This design comes from an exercise in tuning for small area on the open sky130 flow, not from production work. Only simulation tests tie the RTL to the original design; equivalence was not proved. Power figures rest on the tool's default switching activity, not on a simulated workload.

Design top_rx_surf, start of the top module:
module top_rx_surf(
	input 			clk,
	input 			rst_n,
	input 			data_rx,
	output			flag_en_1,
	output [7:0]	addr_daohang_data,
	output [12:0]	data_rx_end_internet
    );
	wire	[7:0]	data_tx;
	wire			rx_int, clk_bps, cnt_b1, shift;
surf_internet_rx u_surf_internet_rx (
    .clk(clk),
    .rst_n(rst_n),
    .data_rx(data_tx),
    .shift(shift),
    .rx_int(rx_int),
    .cnt_b1(cnt_b1),
	.flag_en_1(flag_en_1),
	.addr_daohang_data(addr_daohang_data),
    .data_rx_end_internet(data_rx_end_internet)
    );
uart_bps_1 u_uart_bps_1 (
    .clk(clk),
    .cnt_start(rx_int),
    .bps_sig(clk_bps),
    .cnt_n(cnt_b1)
    );
uart_receive_1 u_uart_receive_1 (
    .clk(clk),
    .rst_n(rst_n),
    .clk_bps(clk_bps),
    .data_rx(data_rx),
    .rx_int(rx_int),
    .data_tx(data_tx),
    .shift(shift)
    );
endmodule
Size in the first run: ~120 flip-flops, ~25 I/O pins.
clock: 10.0 ns
lec_check: 0
cap_margin: 20
core_margin: 2
core_utilization: 40
cts_buf_list: sky130_fd_sc_hd__clkbuf_4
cts_cluster_diameter: 100
cts_cluster_size: 30
slew_margin: 20
standard.sh (not shown) runs the stock make flow with config.mk's settings and CLKGATE_MAP_FILE= SYNTH_SCRIPT=/design/flow/synth_recipe.tcl, a recipe that flattens the netlist after the stock synthesis.
==> flow/flow/run.sh <==
#!/bin/bash
# Layout flow: the standard flow (standard.sh: ORFS with the standard
# synthesis), with two changes to how the layout is made:
#  - the port buffers are the smallest buffer (buf_1) instead of the cell
#    buffer_ports picks by itself;
#  - clock tree synthesis inserts no dummy loads.
# Each tool's output is in the ORFS logs; make's output goes to flow.log.
set -euo pipefail
cd "$(dirname "$0")/.."
bash standard.sh \
  BUFFER_PORTS_ARGS="-buffer_cell sky130_fd_sc_hd__buf_1" \
  CTS_ARGS="-repair_clock_nets -buf_list sky130_fd_sc_hd__clkbuf_4 -dont_use_dummy_load" \
  finish > flow.log 2>&1
Next try:
--- a/flow/flow/run.sh
+++ b/flow/flow/run.sh
@@ -11,3 +11,3 @@
   BUFFER_PORTS_ARGS="-buffer_cell sky130_fd_sc_hd__buf_1" \
-  CTS_ARGS="-repair_clock_nets -buf_list sky130_fd_sc_hd__clkbuf_4 -dont_use_dummy_load" \
+  CTS_ARGS="-sink_clustering_enable -repair_clock_nets -sink_clustering_size 20 -sink_clustering_max_diameter 100 -buf_list sky130_fd_sc_hd__clkbuf_4 -dont_use_dummy_load" \
   finish > flow.log 2>&1
What happened: Worst hold slack is unchanged. First-iteration DRC count does not change. Final cell count stays the same. Wire length is unchanged. Count of clock-buffer cells in the layout is unchanged. Clock power is about the same. Total power stays the same. Clock skew is unchanged.
Next try:
--- a/flow/flow/run.sh
+++ b/flow/flow/run.sh
@@ -11,3 +11,3 @@
   BUFFER_PORTS_ARGS="-buffer_cell sky130_fd_sc_hd__buf_1" \
-  CTS_ARGS="-sink_clustering_enable -repair_clock_nets -sink_clustering_size 20 -sink_clustering_max_diameter 100 -buf_list sky130_fd_sc_hd__clkbuf_4 -dont_use_dummy_load" \
+  CTS_ARGS="-sink_clustering_enable -repair_clock_nets -sink_clustering_size 30 -sink_clustering_max_diameter 100 -buf_list sky130_fd_sc_hd__clkbuf_8 -dont_use_dummy_load" \
   finish > flow.log 2>&1
Result:
- The changed run went through all stages and came out clean
- wire length drops by 0.45%
- first-iteration DRC count drops by 8.0%
- cell count does not change
- worst setup slack gets better by 0.0050 ns
- final area climbs by 1.7%
- global-route usage hardly moves
- flip-flop and latch count is unchanged
- register-to-register slack hardly moves
Next try:
--- a/flow/flow/run.sh
+++ b/flow/flow/run.sh
@@ -11,3 +11,3 @@
   BUFFER_PORTS_ARGS="-buffer_cell sky130_fd_sc_hd__buf_1" \
-  CTS_ARGS="-sink_clustering_enable -repair_clock_nets -sink_clustering_size 30 -sink_clustering_max_diameter 100 -buf_list sky130_fd_sc_hd__clkbuf_8 -dont_use_dummy_load" \
+  CTS_ARGS="-sink_clustering_enable -repair_clock_nets -sink_clustering_size 40 -sink_clustering_max_diameter 200 -buf_list sky130_fd_sc_hd__clkbuf_8 -dont_use_dummy_load" \
   finish > flow.log 2>&1
After rerunning:
- cell count is unchanged
- via count is unchanged
- count of clock-buffer cells in the layout is unchanged
- die area stays the same
- worst setup slack stays the same

-- port drivers added, routing unchanged --
How much do the figures lean on ideal ports? The routed layouts below were timed once more, with nothing changed but the port constraints.
Step 1 sets driving cells, clkbuf_16 on the clock port and buf_2 on the other inputs (assumed; they add their load-dependent delay and slew).
Step 2, shift: input delay + t, output delay - t, t = (earliest + latest rising clock arrival at the registers) / 2. This alone moves slack from input paths to output paths.
Slacks: no drivers / after step 1 / after step 2; pairs: no drivers / after step 1.
run | t (ns) | setup slack, ns | worst register clock-pin slew, ns | worst data-port slew with drivers (ns)
the first run | 0.526 | 4.857 / 4.857 / 4.857 | 0.11 / 0.11 | 0.03
the second run | 0.526 | 4.857 / 4.857 / 4.857 | 0.11 / 0.11 | 0.03
the third run | 0.444 | 4.862 / 4.862 / 4.862 | 0.07 / 0.07 | 0.03
the fourth run | 0.444 | 4.862 / 4.862 / 4.862 | 0.07 / 0.07 | 0.03
After both steps every run listed still meets setup and hold.
